What follows belongs to an exercise in optimizing a design on an open flow for small area and a short achievable clock period; a production flow would make more cautious choices.
Function was checked by simulation only, so behaviour that the tests miss may differ from the original.
Power figures rest on the tool's default switching activity, not on a simulated workload.

[flow/config.mk]
export PLATFORM = sky130hd
export DESIGN_NAME = swt16_top
export DESIGN_NICKNAME = swt16_top
export VERILOG_FILES = /design/flow/design.v
export SDC_FILE = /design/flow/constraint.sdc
export NUM_CORES = 4
export LEC_CHECK = 0
export ABC_CLOCK_PERIOD_IN_PS = 4000
export CAP_MARGIN = 20
export CORE_MARGIN = 2
export CORE_UTILIZATION = 60
export SETUP_SLACK_MARGIN = 5
export SLEW_MARGIN = 20
[flow/constraint.sdc]
create_clock -name core_clock -period 10.5 [get_ports {clock}]
set_input_delay 2.1000 -clock core_clock [delete_from_list [all_inputs] [get_ports {clock}]]
set_output_delay 2.1000 -clock core_clock [all_outputs]
set_load 0.01 [all_outputs]
[flow/design.v]
module mul16lo (input [15:0] a, input [15:0] b, output [15:0] p);
    wire pp0_0 = a[0] & b[0];
    wire pp0_1 = a[1] & b[0];
    wire pp0_2 = a[2] & b[0];
    wire pp0_3 = a[3] & b[0];
    wire pp0_4 = a[4] & b[0];
    wire pp0_5 = a[5] & b[0];
    wire pp0_6 = a[6] & b[0];
    wire pp0_7 = a[7] & b[0];
    wire pp0_8 = a[8] & b[0];
    wire pp0_9 = a[9] & b[0];
    wire pp0_10 = a[10] & b[0];
    wire pp0_11 = a[11] & b[0];
    wire pp0_12 = a[12] & b[0];
    wire pp0_13 = a[13] & b[0];
    wire pp0_14 = a[14] & b[0];
    wire pp0_15 = a[15] & b[0];
    wire pp1_0 = a[0] & b[1];
    wire pp1_1 = a[1] & b[1];
    wire pp1_2 = a[2] & b[1];
    wire pp1_3 = a[3] & b[1];
    wire pp1_4 = a[4] & b[1];
    wire pp1_5 = a[5] & b[1];
    wire pp1_6 = a[6] & b[1];
    wire pp1_7 = a[7] & b[1];
    wire pp1_8 = a[8] & b[1];
    wire pp1_9 = a[9] & b[1];
    wire pp1_10 = a[10] & b[1];
    wire pp1_11 = a[11] & b[1];
    wire pp1_12 = a[12] & b[1];
    wire pp1_13 = a[13] & b[1];
    wire pp1_14 = a[14] & b[1];
    wire pp2_0 = a[0] & b[2];
    wire pp2_1 = a[1] & b[2];
    wire pp2_2 = a[2] & b[2];
    wire pp2_3 = a[3] & b[2];
    wire pp2_4 = a[4] & b[2];
    wire pp2_5 = a[5] & b[2];
    wire pp2_6 = a[6] & b[2];
    wire pp2_7 = a[7] & b[2];
    wire pp2_8 = a[8] & b[2];
    wire pp2_9 = a[9] & b[2];
    wire pp2_10 = a[10] & b[2];
    wire pp2_11 = a[11] & b[2];
    wire pp2_12 = a[12] & b[2];
    wire pp2_13 = a[13] & b[2];
    wire pp3_0 = a[0] & b[3];
    wire pp3_1 = a[1] & b[3];
    wire pp3_2 = a[2] & b[3];
    wire pp3_3 = a[3] & b[3];
    wire pp3_4 = a[4] & b[3];
    wire pp3_5 = a[5] & b[3];
    wire pp3_6 = a[6] & b[3];
    wire pp3_7 = a[7] & b[3];
    wire pp3_8 = a[8] & b[3];
    wire pp3_9 = a[9] & b[3];
    wire pp3_10 = a[10] & b[3];
    wire pp3_11 = a[11] & b[3];
    wire pp3_12 = a[12] & b[3];
    wire pp4_0 = a[0] & b[4];
    wire pp4_1 = a[1] & b[4];
    wire pp4_2 = a[2] & b[4];
    wire pp4_3 = a[3] & b[4];
    wire pp4_4 = a[4] & b[4];
    wire pp4_5 = a[5] & b[4];
    wire pp4_6 = a[6] & b[4];
    wire pp4_7 = a[7] & b[4];
    wire pp4_8 = a[8] & b[4];
    wire pp4_9 = a[9] & b[4];
    wire pp4_10 = a[10] & b[4];
    wire pp4_11 = a[11] & b[4];
    wire pp5_0 = a[0] & b[5];
    wire pp5_1 = a[1] & b[5];
    wire pp5_2 = a[2] & b[5];
    wire pp5_3 = a[3] & b[5];
    wire pp5_4 = a[4] & b[5];
    wire pp5_5 = a[5] & b[5];
    wire pp5_6 = a[6] & b[5];
    wire pp5_7 = a[7] & b[5];
    wire pp5_8 = a[8] & b[5];
    wire pp5_9 = a[9] & b[5];
    wire pp5_10 = a[10] & b[5];
    wire pp6_0 = a[0] & b[6];
    wire pp6_1 = a[1] & b[6];
    wire pp6_2 = a[2] & b[6];
    wire pp6_3 = a[3] & b[6];
    wire pp6_4 = a[4] & b[6];
    wire pp6_5 = a[5] & b[6];
    wire pp6_6 = a[6] & b[6];
    wire pp6_7 = a[7] & b[6];
    wire pp6_8 = a[8] & b[6];
    wire pp6_9 = a[9] & b[6];
    wire pp7_0 = a[0] & b[7];
    wire pp7_1 = a[1] & b[7];
    wire pp7_2 = a[2] & b[7];
    wire pp7_3 = a[3] & b[7];
    wire pp7_4 = a[4] & b[7];
    wire pp7_5 = a[5] & b[7];
    wire pp7_6 = a[6] & b[7];
    wire pp7_7 = a[7] & b[7];
    wire pp7_8 = a[8] & b[7];
    wire pp8_0 = a[0] & b[8];
    wire pp8_1 = a[1] & b[8];
    wire pp8_2 = a[2] & b[8];
    wire pp8_3 = a[3] & b[8];
    wire pp8_4 = a[4] & b[8];
    wire pp8_5 = a[5] & b[8];
    wire pp8_6 = a[6] & b[8];
    wire pp8_7 = a[7] & b[8];
    wire pp9_0 = a[0] & b[9];
    wire pp9_1 = a[1] & b[9];
    wire pp9_2 = a[2] & b[9];
    wire pp9_3 = a[3] & b[9];
    wire pp9_4 = a[4] & b[9];
    wire pp9_5 = a[5] & b[9];
    wire pp9_6 = a[6] & b[9];
    wire pp10_0 = a[0] & b[10];
    wire pp10_1 = a[1] & b[10];
    wire pp10_2 = a[2] & b[10];
    wire pp10_3 = a[3] & b[10];
    wire pp10_4 = a[4] & b[10];
    wire pp10_5 = a[5] & b[10];
    wire pp11_0 = a[0] & b[11];
    wire pp11_1 = a[1] & b[11];
    wire pp11_2 = a[2] & b[11];
    wire pp11_3 = a[3] & b[11];
    wire pp11_4 = a[4] & b[11];
    wire pp12_0 = a[0] & b[12];
    wire pp12_1 = a[1] & b[12];
    wire pp12_2 = a[2] & b[12];
    wire pp12_3 = a[3] & b[12];
    wire pp13_0 = a[0] & b[13];
    wire pp13_1 = a[1] & b[13];
    wire pp13_2 = a[2] & b[13];
    wire pp14_0 = a[0] & b[14];
    wire pp14_1 = a[1] & b[14];
    wire pp15_0 = a[0] & b[15];
    wire s1 = pp0_13 ^ pp1_12;
    wire c2 = pp0_13 & pp1_12;
    wire s3 = pp0_14 ^ pp1_13 ^ pp2_12;
    wire c4 = (pp0_14 & pp1_13) | (pp0_14 & pp2_12) | (pp1_13 & pp2_12);
    wire s5 = pp3_11 ^ pp4_10;
    wire c6 = pp3_11 & pp4_10;
    wire s7 = pp0_15 ^ pp1_14 ^ pp2_13;
    wire s9 = pp3_12 ^ pp4_11 ^ pp5_10;
    wire s11 = pp6_9 ^ pp7_8;
    wire s13 = pp0_9 ^ pp1_8;
    wire c14 = pp0_9 & pp1_8;
    wire s15 = pp0_10 ^ pp1_9 ^ pp2_8;
    wire c16 = (pp0_10 & pp1_9) | (pp0_10 & pp2_8) | (pp1_9 & pp2_8);
    wire s17 = pp3_7 ^ pp4_6;
    wire c18 = pp3_7 & pp4_6;
    wire s19 = pp0_11 ^ pp1_10 ^ pp2_9;
    wire c20 = (pp0_11 & pp1_10) | (pp0_11 & pp2_9) | (pp1_10 & pp2_9);
    wire s21 = pp3_8 ^ pp4_7 ^ pp5_6;
    wire c22 = (pp3_8 & pp4_7) | (pp3_8 & pp5_6) | (pp4_7 & pp5_6);
    wire s23 = pp6_5 ^ pp7_4;
    wire c24 = pp6_5 & pp7_4;
    wire s25 = pp0_12 ^ pp1_11 ^ pp2_10;
    wire c26 = (pp0_12 & pp1_11) | (pp0_12 & pp2_10) | (pp1_11 & pp2_10);
    wire s27 = pp3_9 ^ pp4_8 ^ pp5_7;
    wire c28 = (pp3_9 & pp4_8) | (pp3_9 & pp5_7) | (pp4_8 & pp5_7);
    wire s29 = pp6_6 ^ pp7_5 ^ pp8_4;
    wire c30 = (pp6_6 & pp7_5) | (pp6_6 & pp8_4) | (pp7_5 & pp8_4);
    wire s31 = pp9_3 ^ pp10_2;
    wire c32 = pp9_3 & pp10_2;
    wire s33 = pp2_11 ^ pp3_10 ^ pp4_9;
    wire c34 = (pp2_11 & pp3_10) | (pp2_11 & pp4_9) | (pp3_10 & pp4_9);
    wire s35 = pp5_8 ^ pp6_7 ^ pp7_6;
    wire c36 = (pp5_8 & pp6_7) | (pp5_8 & pp7_6) | (pp6_7 & pp7_6);
    wire s37 = pp8_5 ^ pp9_4 ^ pp10_3;
    wire c38 = (pp8_5 & pp9_4) | (pp8_5 & pp10_3) | (pp9_4 & pp10_3);
    wire s39 = pp11_2 ^ pp12_1 ^ pp13_0;
    wire c40 = (pp11_2 & pp12_1) | (pp11_2 & pp13_0) | (pp12_1 & pp13_0);
    wire s41 = pp5_9 ^ pp6_8 ^ pp7_7;
    wire c42 = (pp5_9 & pp6_8) | (pp5_9 & pp7_7) | (pp6_8 & pp7_7);
    wire s43 = pp8_6 ^ pp9_5 ^ pp10_4;
    wire c44 = (pp8_6 & pp9_5) | (pp8_6 & pp10_4) | (pp9_5 & pp10_4);
    wire s45 = pp11_3 ^ pp12_2 ^ pp13_1;
    wire c46 = (pp11_3 & pp12_2) | (pp11_3 & pp13_1) | (pp12_2 & pp13_1);
    wire s47 = pp14_0 ^ s3 ^ s5;
    wire c48 = (pp14_0 & s3) | (pp14_0 & s5) | (s3 & s5);
    wire s49 = pp8_7 ^ pp9_6 ^ pp10_5;
    wire s51 = pp11_4 ^ pp12_3 ^ pp13_2;
    wire s53 = pp14_1 ^ pp15_0 ^ s7;
    wire s55 = s9 ^ s11 ^ c4;
    wire s57 = pp0_6 ^ pp1_5;
    wire c58 = pp0_6 & pp1_5;
    wire s59 = pp0_7 ^ pp1_6 ^ pp2_5;
    wire c60 = (pp0_7 & pp1_6) | (pp0_7 & pp2_5) | (pp1_6 & pp2_5);
    wire s61 = pp3_4 ^ pp4_3;
    wire c62 = pp3_4 & pp4_3;
    wire s63 = pp0_8 ^ pp1_7 ^ pp2_6;
    wire c64 = (pp0_8 & pp1_7) | (pp0_8 & pp2_6) | (pp1_7 & pp2_6);
    wire s65 = pp3_5 ^ pp4_4 ^ pp5_3;
    wire c66 = (pp3_5 & pp4_4) | (pp3_5 & pp5_3) | (pp4_4 & pp5_3);
    wire s67 = pp6_2 ^ pp7_1;
    wire c68 = pp6_2 & pp7_1;
    wire s69 = pp2_7 ^ pp3_6 ^ pp4_5;
    wire c70 = (pp2_7 & pp3_6) | (pp2_7 & pp4_5) | (pp3_6 & pp4_5);
    wire s71 = pp5_4 ^ pp6_3 ^ pp7_2;
    wire c72 = (pp5_4 & pp6_3) | (pp5_4 & pp7_2) | (pp6_3 & pp7_2);
    wire s73 = pp8_1 ^ pp9_0 ^ s13;
    wire c74 = (pp8_1 & pp9_0) | (pp8_1 & s13) | (pp9_0 & s13);
    wire s75 = pp5_5 ^ pp6_4 ^ pp7_3;
    wire c76 = (pp5_5 & pp6_4) | (pp5_5 & pp7_3) | (pp6_4 & pp7_3);
    wire s77 = pp8_2 ^ pp9_1 ^ pp10_0;
    wire c78 = (pp8_2 & pp9_1) | (pp8_2 & pp10_0) | (pp9_1 & pp10_0);
    wire s79 = s15 ^ s17 ^ c14;
    wire c80 = (s15 & s17) | (s15 & c14) | (s17 & c14);
    wire s81 = pp8_3 ^ pp9_2 ^ pp10_1;
    wire c82 = (pp8_3 & pp9_2) | (pp8_3 & pp10_1) | (pp9_2 & pp10_1);
    wire s83 = pp11_0 ^ s19 ^ s21;
    wire c84 = (pp11_0 & s19) | (pp11_0 & s21) | (s19 & s21);
    wire s85 = s23 ^ c16 ^ c18;
    wire c86 = (s23 & c16) | (s23 & c18) | (c16 & c18);
    wire s87 = pp11_1 ^ pp12_0 ^ s25;
    wire c88 = (pp11_1 & pp12_0) | (pp11_1 & s25) | (pp12_0 & s25);
    wire s89 = s27 ^ s29 ^ s31;
    wire c90 = (s27 & s29) | (s27 & s31) | (s29 & s31);
    wire s91 = c20 ^ c22 ^ c24;
    wire c92 = (c20 & c22) | (c20 & c24) | (c22 & c24);
    wire s93 = s1 ^ s33 ^ s35;
    wire c94 = (s1 & s33) | (s1 & s35) | (s33 & s35);
    wire s95 = s37 ^ s39 ^ c26;
    wire c96 = (s37 & s39) | (s37 & c26) | (s39 & c26);
    wire s97 = c28 ^ c30 ^ c32;
    wire c98 = (c28 & c30) | (c28 & c32) | (c30 & c32);
    wire s99 = c2 ^ s41 ^ s43;
    wire c100 = (c2 & s41) | (c2 & s43) | (s41 & s43);
    wire s101 = s45 ^ s47 ^ c34;
    wire c102 = (s45 & s47) | (s45 & c34) | (s47 & c34);
    wire s103 = c36 ^ c38 ^ c40;
    wire c104 = (c36 & c38) | (c36 & c40) | (c38 & c40);
    wire s105 = c6 ^ s49 ^ s51;
    wire s107 = s53 ^ s55 ^ c42;
    wire s109 = c44 ^ c46 ^ c48;
    wire s111 = pp0_4 ^ pp1_3;
    wire c112 = pp0_4 & pp1_3;
    wire s113 = pp0_5 ^ pp1_4 ^ pp2_3;
    wire c114 = (pp0_5 & pp1_4) | (pp0_5 & pp2_3) | (pp1_4 & pp2_3);
    wire s115 = pp3_2 ^ pp4_1;
    wire c116 = pp3_2 & pp4_1;
    wire s117 = pp2_4 ^ pp3_3 ^ pp4_2;
    wire c118 = (pp2_4 & pp3_3) | (pp2_4 & pp4_2) | (pp3_3 & pp4_2);
    wire s119 = pp5_1 ^ pp6_0 ^ s57;
    wire c120 = (pp5_1 & pp6_0) | (pp5_1 & s57) | (pp6_0 & s57);
    wire s121 = pp5_2 ^ pp6_1 ^ pp7_0;
    wire c122 = (pp5_2 & pp6_1) | (pp5_2 & pp7_0) | (pp6_1 & pp7_0);
    wire s123 = s59 ^ s61 ^ c58;
    wire c124 = (s59 & s61) | (s59 & c58) | (s61 & c58);
    wire s125 = pp8_0 ^ s63 ^ s65;
    wire c126 = (pp8_0 & s63) | (pp8_0 & s65) | (s63 & s65);
    wire s127 = s67 ^ c60 ^ c62;
    wire c128 = (s67 & c60) | (s67 & c62) | (c60 & c62);
    wire s129 = s69 ^ s71 ^ s73;
    wire c130 = (s69 & s71) | (s69 & s73) | (s71 & s73);
    wire s131 = c64 ^ c66 ^ c68;
    wire c132 = (c64 & c66) | (c64 & c68) | (c66 & c68);
    wire s133 = s75 ^ s77 ^ s79;
    wire c134 = (s75 & s77) | (s75 & s79) | (s77 & s79);
    wire s135 = c70 ^ c72 ^ c74;
    wire c136 = (c70 & c72) | (c70 & c74) | (c72 & c74);
    wire s137 = s81 ^ s83 ^ s85;
    wire c138 = (s81 & s83) | (s81 & s85) | (s83 & s85);
    wire s139 = c76 ^ c78 ^ c80;
    wire c140 = (c76 & c78) | (c76 & c80) | (c78 & c80);
    wire s141 = s87 ^ s89 ^ s91;
    wire c142 = (s87 & s89) | (s87 & s91) | (s89 & s91);
    wire s143 = c82 ^ c84 ^ c86;
    wire c144 = (c82 & c84) | (c82 & c86) | (c84 & c86);
    wire s145 = s93 ^ s95 ^ s97;
    wire c146 = (s93 & s95) | (s93 & s97) | (s95 & s97);
    wire s147 = c88 ^ c90 ^ c92;
    wire c148 = (c88 & c90) | (c88 & c92) | (c90 & c92);
    wire s149 = s99 ^ s101 ^ s103;
    wire c150 = (s99 & s101) | (s99 & s103) | (s101 & s103);
    wire s151 = c94 ^ c96 ^ c98;
    wire c152 = (c94 & c96) | (c94 & c98) | (c96 & c98);
    wire s153 = s105 ^ s107 ^ s109;
    wire s155 = c100 ^ c102 ^ c104;
    wire s157 = pp0_3 ^ pp1_2;
    wire c158 = pp0_3 & pp1_2;
    wire s159 = pp2_2 ^ pp3_1 ^ pp4_0;
    wire c160 = (pp2_2 & pp3_1) | (pp2_2 & pp4_0) | (pp3_1 & pp4_0);
    wire s161 = pp5_0 ^ s113 ^ s115;
    wire c162 = (pp5_0 & s113) | (pp5_0 & s115) | (s113 & s115);
    wire s163 = s117 ^ s119 ^ c114;
    wire c164 = (s117 & s119) | (s117 & c114) | (s119 & c114);
    wire s165 = s121 ^ s123 ^ c118;
    wire c166 = (s121 & s123) | (s121 & c118) | (s123 & c118);
    wire s167 = s125 ^ s127 ^ c122;
    wire c168 = (s125 & s127) | (s125 & c122) | (s127 & c122);
    wire s169 = s129 ^ s131 ^ c126;
    wire c170 = (s129 & s131) | (s129 & c126) | (s131 & c126);
    wire s171 = s133 ^ s135 ^ c130;
    wire c172 = (s133 & s135) | (s133 & c130) | (s135 & c130);
    wire s173 = s137 ^ s139 ^ c134;
    wire c174 = (s137 & s139) | (s137 & c134) | (s139 & c134);
    wire s175 = s141 ^ s143 ^ c138;
    wire c176 = (s141 & s143) | (s141 & c138) | (s143 & c138);
    wire s177 = s145 ^ s147 ^ c142;
    wire c178 = (s145 & s147) | (s145 & c142) | (s147 & c142);
    wire s179 = s149 ^ s151 ^ c146;
    wire c180 = (s149 & s151) | (s149 & c146) | (s151 & c146);
    wire s181 = s153 ^ s155 ^ c150;
    wire s183 = pp0_2 ^ pp1_1;
    wire c184 = pp0_2 & pp1_1;
    wire s185 = pp2_1 ^ pp3_0 ^ s157;
    wire c186 = (pp2_1 & pp3_0) | (pp2_1 & s157) | (pp3_0 & s157);
    wire s187 = s111 ^ s159 ^ c158;
    wire c188 = (s111 & s159) | (s111 & c158) | (s159 & c158);
    wire s189 = c112 ^ s161 ^ c160;
    wire c190 = (c112 & s161) | (c112 & c160) | (s161 & c160);
    wire s191 = c116 ^ s163 ^ c162;
    wire c192 = (c116 & s163) | (c116 & c162) | (s163 & c162);
    wire s193 = c120 ^ s165 ^ c164;
    wire c194 = (c120 & s165) | (c120 & c164) | (s165 & c164);
    wire s195 = c124 ^ s167 ^ c166;
    wire c196 = (c124 & s167) | (c124 & c166) | (s167 & c166);
    wire s197 = c128 ^ s169 ^ c168;
    wire c198 = (c128 & s169) | (c128 & c168) | (s169 & c168);
    wire s199 = c132 ^ s171 ^ c170;
    wire c200 = (c132 & s171) | (c132 & c170) | (s171 & c170);
    wire s201 = c136 ^ s173 ^ c172;
    wire c202 = (c136 & s173) | (c136 & c172) | (s173 & c172);
    wire s203 = c140 ^ s175 ^ c174;
    wire c204 = (c140 & s175) | (c140 & c174) | (s175 & c174);
    wire s205 = c144 ^ s177 ^ c176;
    wire c206 = (c144 & s177) | (c144 & c176) | (s177 & c176);
    wire s207 = c148 ^ s179 ^ c178;
    wire c208 = (c148 & s179) | (c148 & c178) | (s179 & c178);
    wire s209 = c152 ^ s181 ^ c180;
    wire [15:0] r0 = {s209, s207, s205, s203, s201, s199, s197, s195, s193, s191, s189, s187, s185, pp2_0, pp0_1, pp0_0};
    wire [15:0] r1 = {c208, c206, c204, c202, c200, c198, c196, c194, c192, c190, c188, c186, c184, s183, pp1_0, 1'b0};
    assign p = r0 + r1;
endmodule
module swt16_top (
    input             clock,
    input             reset,
    output     [11:0] out_pmem_addr,
    input      [15:0] in_pmem_word,
    output     [11:0] out_dmem_rd_addr,
    input      [15:0] in_dmem_rd_word,
    output     [11:0] out_dmem_wr_addr,
    output     [15:0] out_dmem_wr_word,
    output            out_dmem_write_en,
    output            out_nop_in_WB
);
    reg [11:0] f_pc;         
    reg        f_bub;        
    reg [15:0] f_iw;         
    reg        f_stl;        
    reg [15:0] d_iw;         
    reg [11:0] d_pc;         
    reg        d_cyc;        
    reg        d_flush;
    reg        d_bub;
    reg [3:0]  d_rs2;        
    reg        d_u1, d_u2;   
    reg        p_e1, p_e2;   
    reg        p_z1, p_z2;   
    reg        p_m1, p_m2;   
    reg [15:0] e_a, e_b, e_c;
    reg        e_add, e_neg, e_mul, e_sll, e_srl, e_sra, e_and, e_or, e_xor;
    reg        e_beq, e_bgt, e_blt, e_br1, e_jmp;
    reg        e_ldw, e_ldbs, e_ldbu, e_stw, e_stb, e_wr, e_vex, e_vmem;
    reg [3:0]  e_rd;
    reg        e_flush, e_nop, e_c0;
    reg [15:0] m_res;
    reg [3:0]  m_rd;
    reg        m_wr, m_vmem, m_ldw, m_ldbs, m_ldbu, m_a0, m_nop;
    wire [255:0] rf_flat;
    wire [15:0]  rf_vld;
    wire [15:0] b_eff = e_b ^ {16{e_neg}};
    wire [15:0] sum   = e_a + b_eff + {15'd0, e_neg};
    wire        sum_z = (sum == 16'd0);
    wire        sum_n = sum[15];
    wire c0 = (e_beq & sum_z) | (e_bgt & ~sum_n & ~sum_z) | (e_blt & sum_n);
    wire set_pc   = ~e_flush & (e_jmp | (e_br1 & e_c0));
    wire flush_dx = set_pc;
    wire flush_if = set_pc | (~e_flush & c0);
    wire [15:0] prod;
    mul16lo u_mul (.a(e_a), .b(e_b), .p(prod));
    function [15:0] rev16(input [15:0] x);
        integer k;
        for (k = 0; k < 16; k = k + 1) rev16[k] = x[15-k];
    endfunction
    wire        sh_fill = e_sra & e_a[15];
    wire [15:0] sh_x    = e_sll ? rev16(e_a) : e_a;
    wire        sh_big  = |e_b[15:4];
    wire [31:0] sh_w    = {{16{sh_fill}}, sh_x} >> e_b[3:0];
    wire [15:0] sh_y    = sh_big ? {16{sh_fill}} : sh_w[15:0];
    wire [15:0] sh_res  = e_sll ? rev16(sh_y) : sh_y;
    wire s_add = e_add & ~e_flush & ~e_jmp;
    wire s_mul = e_mul & ~e_flush;
    wire s_shf = (e_sll | e_srl | e_sra) & ~e_flush;
    wire s_and = e_and & ~e_flush;
    wire s_or  = e_or  & ~e_flush;
    wire s_xor = e_xor & ~e_flush;
    wire [15:0] e_rest = ({16{s_add}} & sum)
                      | ({16{s_shf}} & sh_res)
                      | ({16{s_and}} & (e_a & e_b))
                      | ({16{s_or}}  & (e_a | e_b))
                      | ({16{s_xor}} & (e_a ^ e_b))
                      | ({16{e_jmp}} & e_c);
    wire [15:0] e_res = ({16{s_mul}} & prod) | e_rest;
    wire        e_ld  = e_ldw | e_ldbs | e_ldbu;
    wire        e_st  = e_stw | e_stb;
    wire [3:0]  e_rdx = e_flush ? 4'd0 : e_rd;
    assign out_dmem_rd_addr  = (~e_flush & e_ld) ? sum[11:0] : 12'd0;
    assign out_dmem_wr_addr  = (~e_flush & e_st) ? sum[11:0] : 12'd0;
    assign out_dmem_wr_word  = e_st ? e_c : 16'd0;
    assign out_dmem_write_en = e_stw & ~e_flush;
    wire        m_ld = m_ldw | m_ldbs | m_ldbu;
    wire [15:0] m_ldval = m_ldw ? in_dmem_rd_word
                        : {{8{m_ldbs & in_dmem_rd_word[7]}},
                           (m_a0 ? in_dmem_rd_word[15:8] : in_dmem_rd_word[7:0])};
    wire [15:0] m_out = m_ld ? m_ldval : m_res;
    assign out_nop_in_WB = m_nop;
    wire [3:0] opc  = d_iw[3:0];
    wire [3:0] f_rd = d_iw[7:4];
    wire [3:0] rs1  = d_iw[11:8];
    wire [3:0] f_hi = d_iw[15:12];
    wire       isU  = (opc == 4'b0001);
    wire       isJ  = (opc == 4'b0010);
    wire       isS  = (opc == 4'b0011);
    wire       isR  = (opc >= 4'b0110) && (opc <= 4'b1110);
    wire [3:0] rs2  = d_rs2;
    reg  [15:0] rf1, rf2;
    reg         rv1, rv2;
    integer k;
    always @(*) begin
        rf1 = 16'd0; rf2 = 16'd0;
        for (k = 1; k < 16; k = k + 1) begin
            rf1 = rf1 | ({16{rs1 == k}} & rf_flat[k*16 +: 16]);
            rf2 = rf2 | ({16{rs2 == k}} & rf_flat[k*16 +: 16]);
        end
        rv1 = |(rf_vld & (16'd1 << rs1));
        rv2 = |(rf_vld & (16'd1 << rs2));
    end
    wire eq1E = e_flush ? p_z1 : p_e1;
    wire eq2E = e_flush ? p_z2 : p_e2;
    wire hitE1 = eq1E & e_vex;
    wire hitE2 = eq2E & e_vex;
    wire hitM1 = p_m1 & m_vmem;
    wire hitM2 = p_m2 & m_vmem;
    wire stall1 = eq1E & ~e_vex & ~p_m1 & m_vmem & ~d_cyc & d_u1;
    wire stall2 = eq2E & ~e_vex & ~p_m2 & m_vmem & ~d_cyc & d_u2;
    wire stall  = stall1 | stall2;
    wire kill   = d_flush | stall;
    wire c1 = d_cyc;
    wire u_jal  = isU & (d_iw[11:8] == 4'b0000);
    wire u_inc  = isU & (d_iw[11:8] == 4'b0001);
    wire u_incl = isU & (d_iw[11:8] == 4'b0010);
    wire u_li   = isU & (d_iw[11:8] == 4'b0011);
    wire u_lil  = isU & (d_iw[11:8] == 4'b0100);
    wire u_apci = isU & (d_iw[11:8] == 4'b0101);
    wire s_br   = isS & (d_iw[7:6] == 2'b00);
    wire s_beq  = isS & (d_iw[7:4] == 4'b0000);
    wire s_bne  = isS & (d_iw[7:4] == 4'b0001);
    wire s_bge  = isS & (d_iw[7:4] == 4'b0010);
    wire s_blt  = isS & (d_iw[7:4] == 4'b0011);
    wire s_sth  = isS & (d_iw[7:4] == 4'b0100);
    wire s_sho  = isS & (d_iw[7:4] == 4'b0101);
    wire s_sb   = isS & (d_iw[7:4] == 4'b0110);
    wire s_sbo  = isS & (d_iw[7:4] == 4'b0111);
    wire j_jalr = isJ & (f_hi == 4'b0001);
    wire j_lh   = isJ & (f_hi == 4'b0010);
    wire j_lho  = isJ & (f_hi == 4'b0011);
    wire j_apc  = isJ & (f_hi == 4'b0100);
    wire j_lb   = isJ & (f_hi == 4'b0101);
    wire j_lbo  = isJ & (f_hi == 4'b0110);
    wire j_lbu  = isJ & (f_hi == 4'b0111);
    wire j_lbuo = isJ & (f_hi == 4'b1000);
    wire r_add  = (opc == 4'b0110);
    wire r_sub  = (opc == 4'b0111);
    wire r_mul  = (opc == 4'b1000);
    wire r_sll  = (opc == 4'b1001);
    wire r_srl  = (opc == 4'b1010);
    wire r_sra  = (opc == 4'b1011);
    wire r_and  = (opc == 4'b1100);
    wire r_or   = (opc == 4'b1101);
    wire r_xor  = (opc == 4'b1110);
    wire two    = u_jal | u_inc | u_li | u_apci | s_br | s_sho | s_sbo | j_lho | j_lbo | j_lbuo;
    wire cyc_next = ~kill & ~c1 & two;
    wire o_jal  = u_jal  & c1;
    wire o_inc  = u_inc  & c1;
    wire o_li   = u_li   & c1;
    wire o_apci = u_apci & c1;
    wire o_br0  = s_br   & ~c1;
    wire o_br1  = s_br   & c1;
    wire o_sho  = s_sho  & c1;
    wire o_sbo  = s_sbo  & c1;
    wire o_lho  = j_lho  & c1;
    wire o_lbo  = j_lbo  & c1;
    wire o_lbuo = j_lbuo & c1;
    wire o_ldw  = j_lh | o_lho;
    wire o_ldbs = j_lb | o_lbo;
    wire o_ldbu = j_lbu | o_lbuo;
    wire o_ld   = o_ldw | o_ldbs | o_ldbu;
    wire o_stw  = s_sth | o_sho;
    wire o_stb  = s_sb | o_sbo;
    wire o_jmp  = o_jal | j_jalr;
    wire o_rop  = r_add | r_sub | r_mul | r_sll | r_srl | r_sra | r_and | r_or | r_xor;
    wire o_addu = o_inc | u_incl | o_li | u_lil | o_apci | j_apc;     
    wire o_add  = o_addu | r_add | r_sub | o_br0 | o_br1 | o_stw | o_stb | o_jmp | o_ld;
    wire o_wr   = o_addu | o_rop | o_jmp | o_ld;
    wire o_vex  = o_addu | o_rop;
    wire o_vmem = o_addu | o_rop | o_ld;
    wire a_s1   = o_br0 | o_lho | o_lbo | o_lbuo | j_apc | o_rop;
    wire a_imm  = o_inc | o_br1 | o_sho | o_sbo;
    wire a_immA = u_incl;
    wire a_pc   = o_apci;
    wire b_s2   = o_inc | u_incl | o_br0 | o_stw | o_stb | o_rop;
    wire b_imm  = o_jal | o_li | o_apci | o_lho | o_lbo | o_lbuo;
    wire b_s1   = j_jalr | j_lh | j_lb | j_lbu;
    wire b_immA = u_lil;
    wire b_pc   = o_br1 | j_apc;
    wire c_s1   = o_stw | o_stb;
    wire [3:0]  immA = d_iw[15:12];
    wire [15:0] d_imm = f_bub ? 16'd0 : f_iw;
    wire [11:0] link = c1 ? f_pc : d_pc + 12'd2;
    wire [15:0] s1e = hitM1 ? m_out : rv1 ? rf1 : 16'd0;    
    wire [15:0] s2e = hitM2 ? m_out : rv2 ? rf2 : 16'd0;
    wire ka = a_s1 & hitE1;
    wire kb = (b_s2 & hitE2) | (b_s1 & hitE1);
    wire kc = c_s1 & hitE1;
    wire [15:0] a_early = ({16{a_s1 & ~hitE1}} & s1e)
                     | ({16{a_imm}}  & d_imm)
                     | ({16{a_immA}} & {{12{immA[3]}}, immA})
                     | ({16{a_pc}}   & {4'd0, d_pc});
    wire [15:0] b_early = ({16{b_s2 & ~hitE2}} & s2e)
                     | ({16{b_imm}}  & d_imm)
                     | ({16{b_s1 & ~hitE1}} & s1e)
                     | ({16{b_immA}} & {12'd0, immA})
                     | ({16{b_pc}}   & {4'd0, d_pc});
    wire [15:0] c_early = ({16{c_s1 & ~hitE1}} & s1e)
                     | ({16{o_jmp}}  & {4'd0, link});
    wire [15:0] a_nx = ({16{ka & s_mul}} & prod) | ({16{ka}} & e_rest) | a_early;
    wire [15:0] b_nx = ({16{kb & s_mul}} & prod) | ({16{kb}} & e_rest) | b_early;
    wire [15:0] c_nx = ({16{kc & s_mul}} & prod) | ({16{kc}} & e_rest) | c_early;
    wire [11:0] pc_next = stall ? f_pc : set_pc ? sum[11:0] : f_pc + 12'd2;
    assign out_pmem_addr = pc_next;
    wire [15:0] f_out   = flush_if ? 16'd0 : stall ? f_iw : in_pmem_word;
    wire [15:0] iw_n   = cyc_next ? d_iw : f_out;
    wire [3:0]  rs1_n  = iw_n[11:8];
    wire        isU_n  = (iw_n[3:0] == 4'b0001);
    wire        isR_n  = (iw_n[3:0] >= 4'b0110) && (iw_n[3:0] <= 4'b1110);
    wire        isSR_n = (iw_n[3:0] == 4'b0011) | isR_n;
    wire [3:0]  rs2_n  = isU_n ? iw_n[7:4] : iw_n[15:12];
    always @(posedge clock or posedge reset) begin
        if (reset) begin
            f_pc    <= 12'hFFE;
            f_bub   <= 1'b0;
            f_stl   <= 1'b0;
            d_iw    <= 16'd0;
            d_cyc   <= 1'b0;
            d_flush <= 1'b0;
            d_bub   <= 1'b0;
        end else begin
            f_pc    <= pc_next;
            f_bub   <= flush_if;
            f_stl   <= stall;
            d_iw    <= iw_n;
            d_cyc   <= cyc_next;
            d_flush <= flush_dx;
            d_bub   <= f_bub;
        end
    end
    always @(posedge clock or posedge reset) begin
        if (reset) begin
            e_add <= 1'b0; e_neg <= 1'b0; e_mul <= 1'b0; e_sll <= 1'b0; e_srl <= 1'b0;
            e_sra <= 1'b0; e_and <= 1'b0; e_or <= 1'b0; e_xor <= 1'b0;
            e_beq <= 1'b0; e_bgt <= 1'b0; e_blt <= 1'b0; e_br1 <= 1'b0; e_jmp <= 1'b0;
            e_ldw <= 1'b0; e_ldbs <= 1'b0; e_ldbu <= 1'b0; e_stw <= 1'b0; e_stb <= 1'b0;
            e_wr <= 1'b0; e_vex <= 1'b0; e_vmem <= 1'b0;
            e_flush <= 1'b0; e_nop <= 1'b1; e_c0 <= 1'b0;
        end else begin
            e_add  <= ~kill & o_add;
            e_neg  <= ~kill & (r_sub | o_br0);
            e_mul  <= ~kill & r_mul;
            e_sll  <= ~kill & r_sll;
            e_srl  <= ~kill & r_srl;
            e_sra  <= ~kill & r_sra;
            e_and  <= ~kill & r_and;
            e_or   <= ~kill & r_or;
            e_xor  <= ~kill & r_xor;
            e_beq  <= ~kill & o_br0 & (s_beq | s_bge);
            e_bgt  <= ~kill & o_br0 & (s_bne | s_bge);
            e_blt  <= ~kill & o_br0 & (s_bne | s_blt);
            e_br1  <= ~kill & o_br1;
            e_jmp  <= ~kill & o_jmp;
            e_ldw  <= ~kill & o_ldw;
            e_ldbs <= ~kill & o_ldbs;
            e_ldbu <= ~kill & o_ldbu;
            e_stw  <= ~kill & o_stw;
            e_stb  <= ~kill & o_stb;
            e_wr   <= ~kill & o_wr;
            e_vex  <= ~kill & o_vex;
            e_vmem <= ~kill & o_vmem;
            e_flush <= flush_dx;
            e_nop  <= (d_iw == 16'd0) & ~stall & ~d_flush & ~d_bub & ~d_cyc;
            e_c0   <= ~e_flush & c0;
        end
    end
    always @(posedge clock or posedge reset) begin
        if (reset) begin
            m_wr <= 1'b0; m_vmem <= 1'b0; m_ldw <= 1'b0; m_ldbs <= 1'b0; m_ldbu <= 1'b0;
            m_nop <= 1'b1;
        end else begin
            m_wr   <= e_wr & ~e_flush;
            m_vmem <= e_vmem;
            m_ldw  <= e_ldw  & ~e_flush;
            m_ldbs <= e_ldbs & ~e_flush;
            m_ldbu <= e_ldbu & ~e_flush;
            m_nop  <= e_nop & ~e_flush;
        end
    end
    always @(posedge clock) begin
        f_iw   <= in_pmem_word;
        d_rs2   <= rs2_n;
        d_u1    <= isSR_n | (iw_n[3:0] == 4'b0010);
        d_u2    <= isSR_n;
        p_e1    <= (rs1_n == f_rd);
        p_e2    <= (rs2_n == f_rd);
        p_z1    <= (rs1_n == 4'd0);
        p_z2    <= (rs2_n == 4'd0);
        p_m1    <= (rs1_n == e_rdx);
        p_m2    <= (rs2_n == e_rdx);
        d_pc    <= (cyc_next | (stall & ~f_stl)) ? d_pc : f_pc;
        e_a    <= a_nx;
        e_b    <= b_nx;
        e_c    <= c_nx;
        e_rd   <= f_rd;
        m_res  <= e_res;
        m_rd   <= e_rdx;
        m_a0   <= sum[0];
    end
    assign rf_flat[15:0] = 16'd0;
    assign rf_vld[0] = 1'b0;
    genvar g;
    generate
        for (g = 1; g < 16; g = g + 1) begin : regs
            reg [15:0] q;
            reg        v;
            always @(posedge clock) begin
                if (m_wr && m_rd == g)
                    q <= m_out;
            end
            always @(posedge clock or posedge reset) begin
                if (reset)
                    v <= 1'b0;
                else if (m_wr && m_rd == g)
                    v <= 1'b1;
            end
            assign rf_flat[g*16 +: 16] = q;
            assign rf_vld[g] = v;
        end
    endgenerate
endmodule
[flow/flow/run.sh]
#!/bin/bash
# Standard ORFS flow with two layout changes: port buffers use the smallest
# buffer cell (the resizer upsizes where needed), and clock tree synthesis
# adds no dummy loads.
set -uo pipefail
export BUFFER_PORTS_ARGS="-buffer_cell sky130_fd_sc_hd__buf_1"
export CTS_ARGS="-sink_clustering_enable -repair_clock_nets -dont_use_dummy_load -buf_list sky130_fd_sc_hd__clkbuf_8 -sink_clustering_size 14 -sink_clustering_max_diameter 60"
bash standard.sh synth > synth.log 2>&1 || exit 1
bash standard.sh finish > layout.log 2>&1 || exit 1
[flow/standard.sh]
#!/bin/bash
# synth_recipe.tcl (not shown) runs the flow's synth.tcl, then flattens the netlist and writes it again
# the make line also repeats each setting of config.mk as NAME=value (left out here)
make -C /OpenROAD-flow-scripts/flow DESIGN_CONFIG=/design/flow/config.mk WORK_HOME=/design/flow/orfs CLKGATE_MAP_FILE= SYNTH_SCRIPT=/design/flow/synth_recipe.tcl "${@:-finish}"
==> results of run 1 <==
[final cells by class]
class,count,share of cell area (%)
Clock buffer,43,2.15
Inverter,159,2.28
Multi-Input combinational cell,1774,47.2
Sequential cell,431,42.1
Tap cell,539,2.45
Timing Repair Buffer,172,3.82
[cell usage in the layout (no fill, tap or decap), types with 50 or more instances in the layout]
| cell type | instances |
|---|---|
| sky130_fd_sc_hd__nor2_1 | 275 |
| sky130_fd_sc_hd__edfxtp_1 | 252 |
| sky130_fd_sc_hd__a22oi_1 | 167 |
| sky130_fd_sc_hd__nand2_1 | 165 |
| sky130_fd_sc_hd__inv_1 | 141 |
| sky130_fd_sc_hd__o21ai_0 | 114 |
| sky130_fd_sc_hd__a21oi_1 | 99 |
| sky130_fd_sc_hd__buf_1 | 86 |
| sky130_fd_sc_hd__dfxtp_1 | 84 |
| sky130_fd_sc_hd__fa_1 | 80 |
| sky130_fd_sc_hd__buf_4 | 78 |
| sky130_fd_sc_hd__ha_1 | 74 |
| sky130_fd_sc_hd__nand3_1 | 72 |
| sky130_fd_sc_hd__dfrtp_1 | 64 |
| sky130_fd_sc_hd__a222oi_1 | 51 |
| sky130_fd_sc_hd__mux2i_1 | 50 |
[flip-flops by register name, summed over array words and instances (netlist names), 4 cells and up]
| name | flops |
|---|---|
| f_pc | 12 |
| f_iw | 16 |
| e_a | 16 |
| m_rd | 4 |
| e_rd | 4 |
| d_iw | 16 |
| m_res | 16 |
| e_c | 16 |
| d_rs2 | 4 |
| d_pc | 12 |
| regs.q | 240 |
| e_b | 16 |
| regs.v | 15 |
[cell families after synthesis]
family / share of synthesized area (%)
flops: 45.4
compound gates: 19.5
fa+ha+maj: 10.1
xor+xnor: 2.75
simple gates: 14.2
buf+inv: 4.48
mux: 3.57
[timing repair]
item | 4_1_cts | 5_1_grt
setup endpoints to repair | 40 | 29
gates cloned | 1 | 1
setup buffers | 10 | 10
gates resized for setup | 38 | 42
pin swaps | 2 | 16
[worst paths after layout]
path	to	slack, ns	depth (start not counted)
worst min-delay path	m_vmem$_DFF_PP0_	0.36	0
worst max-delay path	out_pmem_addr[7]	5.02	10
worst max register to register	e_a[14]$_DFF_P_	5.14	19
worst min register to register	m_vmem$_DFF_PP0_	0.36	0
min in group asynchronous	e_flush$_DFF_PP0_	1.62	3
max in group asynchronous	e_neg$_DFF_PP0_	8.21	3
[power groups by stage]
stage / logic, mW / registers (mW) / clock network [mW]
2_1_floorplan: 2.37 / 2.47 / 0
3_3_place_gp: 3.52 / 2.73 / 0
3_5_place_dp: 3.56 / 2.73 / 0
4_1_cts: 3.63 / 2.70 / 0.918
5_1_grt: 4.03 / 2.76 / 0.972
6_report: 3.85 / 2.74 / 0.919
[worst max-delay path, stage by stage, from the launching register on]
cell and delay (ns):
sky130_fd_sc_hd__dfxtp_1 0.64, sky130_fd_sc_hd__xor2_1 0.15, sky130_fd_sc_hd__ha_1 0.30, sky130_fd_sc_hd__a2111o_1 0.37, sky130_fd_sc_hd__o21a_1 0.26, sky130_fd_sc_hd__xnor2_2 0.35
sky130_fd_sc_hd__and2_1 0.21, sky130_fd_sc_hd__a31oi_1 0.04, sky130_fd_sc_hd__o21ai_0 0.13, sky130_fd_sc_hd__o21ai_0 0.13, sky130_fd_sc_hd__buf_1 0.18
[synth_stat cells, types with 8 or more instances]
cell type | number | area, sq um
sky130_fd_sc_hd__nand3_1 | 72 | 360
sky130_fd_sc_hd__nor4_1 | 14 | 87.6
sky130_fd_sc_hd__a22o_1 | 31 | 272
sky130_fd_sc_hd__xnor2_1 | 45 | 394
sky130_fd_sc_hd__inv_1 | 149 | 559
sky130_fd_sc_hd__nand3b_1 | 10 | 75.1
sky130_fd_sc_hd__a31oi_1 | 16 | 100
sky130_fd_sc_hd__o31ai_1 | 8 | 60.1
sky130_fd_sc_hd__o2111ai_1 | 9 | 78.8
sky130_fd_sc_hd__a311oi_1 | 9 | 78.8
sky130_fd_sc_hd__nor3_1 | 50 | 250
sky130_fd_sc_hd__or2_2 | 20 | 125
sky130_fd_sc_hd__o211ai_1 | 15 | 113
sky130_fd_sc_hd__edfxtp_1 | 252 | 7570
sky130_fd_sc_hd__nand2_1 | 167 | 627
sky130_fd_sc_hd__o22a_1 | 8 | 70.1
sky130_fd_sc_hd__o21ai_0 | 116 | 581
sky130_fd_sc_hd__nand2b_1 | 27 | 169
sky130_fd_sc_hd__a21oi_1 | 99 | 495
sky130_fd_sc_hd__nand4_1 | 23 | 144
sky130_fd_sc_hd__buf_1 | 14 | 52.6
sky130_fd_sc_hd__mux2i_1 | 50 | 500
sky130_fd_sc_hd__a222oi_1 | 51 | 510
sky130_fd_sc_hd__nor2b_1 | 38 | 238
sky130_fd_sc_hd__mux4_2 | 14 | 315
sky130_fd_sc_hd__and2_1 | 17 | 106
sky130_fd_sc_hd__a22oi_1 | 167 | 1250
sky130_fd_sc_hd__fa_1 | 80 | 1600
sky130_fd_sc_hd__clkbuf_1 | 121 | 454
sky130_fd_sc_hd__dfrtp_1 | 65 | 1630
sky130_fd_sc_hd__nor2_1 | 293 | 1100
sky130_fd_sc_hd__ha_1 | 78 | 976
sky130_fd_sc_hd__xor2_1 | 35 | 307
sky130_fd_sc_hd__o22ai_1 | 41 | 257
sky130_fd_sc_hd__dfstp_2 | 13 | 342
sky130_fd_sc_hd__a221oi_1 | 41 | 359
sky130_fd_sc_hd__o21a_1 | 8 | 60.1
sky130_fd_sc_hd__and3_1 | 25 | 156
sky130_fd_sc_hd__dfxtp_1 | 101 | 2020
[metrics by stage]
| stage | hold WS (ns) | cells | setup WS, ns |
|---|---|---|---|
| after CTS | 0.357 | 3107 | 5.00 |
| after detailed placement | 0.340 | 3053 | 4.61 |
| after global placement | 0.334 | 3053 | 4.72 |
| after global routing | 0.368 | 3118 | 4.88 |
| after floorplan | 0.331 | 2505 | 5.00 |
| final | 0.357 | 3118 | 5.02 |
[per-layer routing]
layer	wire length, um	GRT usage, %	share of wire, %	vias to the layer above
li1	-	-	-	9403
met1	34000	58.0	35	10800
met2	41400	66.4	43	1987
met3	13000	9.22	13	524
met4	7750	27.2	8.1	2
met5	18	0	0.019	-
==> results by group, run 1 <==
Power
  – Net Sw Frac: 48.4%
  – Total net switching power: 3.63 mW
  – Fraction of power consumed by combinational cells: 51.3%
  – Total power per unit cell area: 273 nW/um^2
  – Worst IR Drop VDD: between 0.00015 and 0.0002 V
  – Part of the total power dissipated in sequential elements: around 37%
  – Cell internal pwr: a little under 4 mW
  – Leakage component of the power: 10.4 nW
  – Power after layout: roughly 7.5 mW
  – Clock share of power: 12.2%

Status
  – Outcome: timing/DRC/antenna clean

Hold path
  – Hold wc startpoint: e_vmem$_DFF_PP0_
  – Worst hold path class: flop to flop

Synthesis
  – Fraction of synthesis flops using an asynchronous set or reset pin: between 10% and 20%
  – Avg Inst Size Synth: 10.2 sq um
  – Synthesized Nets: roughly 2,700
  – Main flop type after synthesis: sky130_fd_sc_hd__edfxtp_1
  – Synth unique cells: 84
  – Mapped Cells: ~2,500
  – Sequential cell area fraction in the yosys report: a little under half
  – Count of synthesis-stage warnings from yosys: 1
  – Number of synthesized flops with an enable pin: about 250
  – Flop and latch count out of synthesis: 431
  – Netlist Area Pre-Place: 25,400 sq um

GRT
  – Number of global-route vias before repair: 21,900
  – Antenna violations before repair: 2
  – First-pass GRT wire length: 142,000 um
  – Maximum number of pins on one net before global-route repair: 79
  – Residual overflow from global routing: 0
  – Tot GR Track Use: 43.8%

Drt
  – Via density per instance: between 7 and 8
  – First-iteration detailed-routing DRC count: 3,992
  – Number of design rule violations left after detail routing: 0
  – Antenna-violating nets left: 0
  – First drt pass iteration count: 10
  – Final routed wirelength across all metal layers: 96,200 um
  – Routed wire length per instance: 30.8 um
  – Via count: 22,700

Finish
  – Layout cells sized above 1: 11.4%
  – Final design instance area without fill: approximately 28,000 sq um
  – Post-layout util: 65.8%
  – FF+latch area: between 10,000 and 15,000 sq um
  – Footprint of the multi-input gates: 13,000 sq um
  – Number of fill cells: 3,362
  – Number of nets in the final layout: around 2,800
  – Signed area change from the synthesized netlist to the final layout: 8.29%
  – Antenna diodes: 0

Die
  – Starting density of the core: between 60% and 70%
  – Count of boundary I/O pins: 88
  – Standard-cell row count: 75
  – Core area: 41,900 sq um
  – Full die area: 44,100 sq um
  – Die extent in y: 210 um
  – Width of the die: 210 um

Clock network
  – Root buf cell: sky130_fd_sc_hd__clkbuf_8
  – Clk Latency, worst-skew pair: 0.66 ns
  – Clock slew seen by the registers of the worst setup and hold paths: 0.09 ns
  – Number of sinks driven by the clock tree: 431
  – Clock H-tree levels: 2
  – TritonCTS clock tree: yes
  – Inserted Clock Buffers: 43
  – Cts hold-fix bufs: 0
  – Maximum buffer depth of the clock tree: 3

Place
  – Buffers on Ports: 87
  – Cell area reported after detailed placement: around 26,000 sq um
  – Routability Congestion: 1.05
  – Dpl hpwl: 65,800 um

Worst setup path
  – Launching instance or port of the critical path: e_b[5]$_DFF_P_
  – Crit Path Max Fanout: 6
  – Type of origin of the critical path: flop
  – WP data required: 8.40 ns
  – Start-to-end type of the worst setup path: flop to output pin
  – R2R Path Start: e_a[14]$_DFF_P_
  – Critical path capture point type: output pin
  – Signal arrival time at the worst endpoint: 3.38 ns

STA
  – Worst Clk Skew: 0.104 ns
  – Setup Total Neg Slack: 0 ns
  – Tmin final: 5.48 ns
  – Post-route fraction of the period consumed by the critical path: 52.1%
  – Maximum clock rate: 183 MHz
  – Count of endpoints failing setup in the final report: 0
  – Unrepaired setup endpoints after global routing: true
  – Final number of hold-violating endpoints: 0
  – Transition at the pin with the smallest max-transition slack: 1.14 ns
  – Max-slew violation count: 0
  – Slew Limit Headroom: approximately a quarter

Job
  – Number of max-cap violations: 0
==> inputs of run 2 (changes only) <==
--- a/flow/flow/run.sh
+++ b/flow/flow/run.sh
@@ -1,5 +1,6 @@
 #!/bin/bash
-# Standard ORFS flow with two layout changes: port buffers use the smallest
-# buffer cell (the resizer upsizes where needed), and clock tree synthesis
-# adds no dummy loads.
+# Standard ORFS flow (the standard.sh, standard synthesis) with layout
+# changes only: port buffers use the smallest buffer cell (the resizer upsizes
+# where needed), and clock tree synthesis adds no dummy loads and uses
+# clkbuf_8 buffers with sink clusters of up to 14 flip-flops.
 set -uo pipefail
==> run 2 against run 1 <==
Against the previous run: count of clock-buffer cells in the layout unchanged; sequential share of layout area unchanged; power unchanged; non-clock buffer count unchanged; worst setup slack unchanged; combinational power about the same; largest power group unchanged; still clean; design area unchanged; synthesized cell count unchanged.
==> results by group, run 2 <==
GRT
  – Met3 usage in global routing: 9.22% (unchanged)
  – GRT met2 Usage: 66.4% (unchanged)
  – First-pass GRT wire length: 142,000 um (unchanged)
  – Global routing usage on met1: 58.0% (unchanged)
  – Global routing's busiest layer: met2 (unchanged)
  – Maximum number of pins on one net before global-route repair: 79 (unchanged)
  – Number of global-route vias before repair: 21,900 (unchanged)
  – Tot GR Track Use: 43.8% (unchanged)
  – Antenna violations before repair: 2 (unchanged)
  – Residual overflow from global routing: 0 (unchanged)

Clock network
  – Clock H-tree levels: 2 (unchanged)
  – Root buf cell: sky130_fd_sc_hd__clkbuf_8 (unchanged)
  – Number of sinks driven by the clock tree: 431 (unchanged)
  – Clock slew seen by the registers of the worst setup and hold paths: 0.09 ns (about the same)
  – TritonCTS clock tree: yes (unchanged)
  – Clk Latency, worst-skew pair: 0.66 ns (about the same)
  – Inserted Clock Buffers: 43 (unchanged)
  – Maximum buffer depth of the clock tree: 3 (unchanged)
  – Cts hold-fix bufs: 0 (unchanged)

Synthesis
  – Flop and latch count out of synthesis: 431 (unchanged)
  – Synth unique cells: 84 (unchanged)
  – Cell type contributing the most total cell area after synthesis: sky130_fd_sc_hd__edfxtp_1 (unchanged)
  – Avg Inst Size Synth: 10.2 sq um (unchanged)
  – Fraction of synthesized area in multiplexers: 3.57% (unchanged)
  – Share of Yosys cell area claimed by the top area cell type: 29.8% (unchanged)
  – Fraction of synthesis flops using an asynchronous set or reset pin: 18.1% (unchanged)
  – Largest family of logic cells by synthesized area: compound AO/OA/AOI/OAI gates (unchanged)
  – Main flop type after synthesis: sky130_fd_sc_hd__edfxtp_1 (unchanged)
  – Most common library cells after synthesis: 293 x sky130_fd_sc_hd__nor2_1, 252 x sky130_fd_sc_hd__edfxtp_1, 167 x sky130_fd_sc_hd__a22oi_1, 167 x sky130_fd_sc_hd__nand2_1, 149 x sky130_fd_sc_hd__inv_1 (unchanged)
  – Synthesized Nets: 2,697 (unchanged)
  – Mapped Cells: 2,505 (unchanged)
  – Top area cells in the synthesized netlist: sky130_fd_sc_hd__edfxtp_1 30%, sky130_fd_sc_hd__dfxtp_1 7.9%, sky130_fd_sc_hd__dfrtp_1 6.4% (unchanged)
  – Cell with the most instances after synthesis: sky130_fd_sc_hd__nor2_1 (unchanged)
  – Number of synthesized flops with an enable pin: 252 (unchanged)
  – Xor and xnor area share after synthesis: 2.75% (unchanged)
  – Netlist Area Pre-Place: 25,400 sq um (unchanged)
  – Synth Area in Adders: 10.1% (unchanged)
  – Sequential cell area fraction in the yosys report: 45.4% (unchanged)
  – Compound-Gate Fraction of Synth Area: 19.5% (unchanged)
  – Count of synthesis-stage warnings from yosys: 1 (unchanged)
  – Simple-gate area share of the yosys netlist: 14.2% (unchanged)

Worst setup path
  – WP data required: 8.40 ns (about the same)
  – Cell-by-cell listing of the critical path: xor2_1 -> ha_1 -> a2111o_1 -> o21a_1 -> xnor2_2 -> and2_1 -> a31oi_1 -> o21ai_0 -> o21ai_0 -> buf_1 (unchanged)
  – CP delay by family, top: compound AO/OA/AOI/OAI gates (unchanged)
  – Start-to-end type of the worst setup path: flop to output pin (unchanged)
  – Critical path buffers and inverters: 1 (unchanged)
  – Signal arrival time at the worst endpoint: 3.38 ns (about the same)
  – Critical path capture point type: output pin (unchanged)
  – Cell type with the highest occurrence count on the critical path: sky130_fd_sc_hd__o21ai_0 (unchanged)
  – Crit Path Max Fanout: 6 (unchanged)
  – Slowest library cell on the worst path: sky130_fd_sc_hd__dfxtp_1 (unchanged)
  – Type of origin of the critical path: flop (unchanged)
  – Largest stage delay on the critical path: 0.64 ns (about the same)

STA
  – Maximum clock rate: 183 MHz (unchanged)
  – Final number of hold-violating endpoints: 0 (unchanged)
  – Post-route worst hold slack: 0.357 ns (unchanged)
  – Worst Clk Skew: 0.104 ns (unchanged)
  – Tmin final: 5.48 ns (unchanged)
  – Max-slew violation count: 0 (unchanged)
  – Unrepaired setup endpoints after global routing: true (unchanged)
  – Post-route fraction of the period consumed by the critical path: 52.1% (unchanged)
  – Setup Total Neg Slack: 0 ns (unchanged)
  – Slew Limit Headroom: 24.1% (unchanged)
  – Count of endpoints failing setup in the final report: 0 (unchanged)
  – Transition at the pin with the smallest max-transition slack: 1.14 ns (unchanged)

Die
  – Width of the die: 210 um (unchanged)
  – Die extent in y: 210 um (unchanged)
  – Starting density of the core: 60.8% (unchanged)
  – Full die area: 44,100 sq um (unchanged)
  – Core area: 41,900 sq um (unchanged)
  – Count of boundary I/O pins: 88 (unchanged)
  – Standard-cell row count: 75 (unchanged)

Hold path
  – Worst hold path class: flop to flop (unchanged)

Drt
  – First-iteration detailed-routing DRC count: 3,992 (unchanged)
  – Number of design rule violations left after detail routing: 0 (unchanged)
  – Via density per instance: 7.29 (unchanged)
  – Antenna-violating nets left: 0 (unchanged)
  – Via count: 22,700 (unchanged)
  – Final routed wirelength across all metal layers: 96,200 um (unchanged)
  – Routed wire length per instance: 30.8 um (unchanged)
  – First drt pass iteration count: 10 (unchanged)

Finish
  – Max reg flops: 240 (unchanged)
  – Most common cell after layout, fill and taps aside: sky130_fd_sc_hd__nor2_1 (unchanged)
  – Number of nets in the final layout: 2,773 (unchanged)
  – Signed area change from the synthesized netlist to the final layout: 8.29% (unchanged)
  – Antenna diodes: 0 (unchanged)
  – Commonest cells after routing, fill and taps aside: 275 x sky130_fd_sc_hd__nor2_1, 252 x sky130_fd_sc_hd__edfxtp_1, 167 x sky130_fd_sc_hd__a22oi_1, 165 x sky130_fd_sc_hd__nand2_1, 141 x sky130_fd_sc_hd__inv_1 (unchanged)
  – Most flops, register: regs.q (unchanged)
  – Layout cells sized above 1: 11.4% (unchanged)
  – Final design instance area without fill: 27,500 sq um (unchanged)

Power
  – Total power per unit cell area: 273 nW/um^2 (unchanged)
  – Leakage component of the power: 10.4 nW (unchanged)
  – Worst IR Drop VDD: 0.000166 V (unchanged)

Place
  – Dpl hpwl: 65,800 um (unchanged)
  – Buffers on Ports: 87 (unchanged)
  – Cell area reported after detailed placement: 26,500 sq um (unchanged)
  – Routability Congestion: 1.05 (unchanged)

Status
  – Outcome: timing/DRC/antenna clean (unchanged)

Job
  – Number of max-cap violations: 0 (unchanged)
-- run 2: cell counts in the layout (fill, tap and decap cells not counted) --
No cell type changed its count.
-- run 2: final timing paths --
path | cells past startpoint | from | slack [ns] | end
max | 10 | e_b[5]$_DFF_P_ | 5.02 | out_pmem_addr[7]
min | 0 | e_vmem$_DFF_PP0_ | 0.36 | m_vmem$_DFF_PP0_
min in group asynchronous | 3 | reset | 1.62 | e_flush$_DFF_PP0_
min reg2reg | 0 | e_vmem$_DFF_PP0_ | 0.36 | m_vmem$_DFF_PP0_
max reg2reg | 19 | e_a[14]$_DFF_P_ | 5.14 | e_a[14]$_DFF_P_
max in group asynchronous | 3 | reset | 8.21 | e_neg$_DFF_PP0_
-- run 2: area by class of cell --
cell class / instances / area [sq um]
Multi-Input combinational cell: 1774 / 13000
Clock buffer: 43 / 592
Tap cell: 539 / 674
Inverter: 159 / 627
Sequential cell: 431 / 11600
Fill cell: 3362 / 14300
Timing Repair Buffer: 172 / 1050
-- run 2: where the power goes --
part,internal [mW],total (mW),switching (mW),leakage [nW]
registers,2.29,2.74,0.454,4.13
clock network,0.364,0.919,0.554,0.309
logic,1.23,3.85,2.62,5.97
total,3.88,7.51,3.63,10.4
-- run 2: logic make-up (layout without fill, tap and decap cells) --
group | count (synthesis) | in the layout
fa+ha+maj | 158 | 158
buf+inv | 300 | 374
xor+xnor | 80 | 80
compound gates | 688 | 688
mux | 72 | 72
flops | 431 | 431
simple gates | 776 | 776
-- run 2: stage by stage --
stage               util (%)  instances  setup WS, ns  total power [mW]
finish                  65.8       3118          5.02              7.51
global route            65.8       3118          4.88              7.76
CTS                     65.2       3107          5.00              7.25
detailed placement      63.3       3053          4.61              6.29
global placement        63.3       3053          4.72              6.25
floorplan                  -       2505          5.00              4.85
-- run 2: repair_timing --
item | in CTS | in global routing
pin swaps | 2 | 16
cloned | 1 | 1
endpoints found under the hold margin | 0 | 0
setup buffers | 10 | 10
setup endpoints to repair | 40 | 29
gates resized for setup | 38 | 42
-- run 2: layer usage --
metal | up-vias | wire length (um)
met5 | - | 18
met4 | 2 | 7750
met3 | 524 | 13000
met2 | 1987 | 41400
met1 | 10800 | 34000
li1 | 9403 | -

## afterwards: timing with drivers on the ports
In the flow no input, the clock included, has a driving cell. The finished layouts below were timed again as built, in two steps. Step 1, drivers: a clkbuf_16 drives clock and a buf_2 each remaining input, both assumed. Step 2, shift: input delay + t, output delay - t, t = (earliest + latest rising clock arrival at the registers) / 2. This alone moves slack from input paths to output paths. a / b / c = no drivers / after step 1 / after step 2; a / b = the first two.
run	shift t [ns]	setup WS [ns]	latest minus earliest clock arrival (ns)
run 1	0.665	5.025 / 4.968 / 5.135	0.104 / 0.104
run 2	0.665	5.025 / 4.968 / 5.135	0.104 / 0.104
After both steps setup and hold are still met in every run listed.
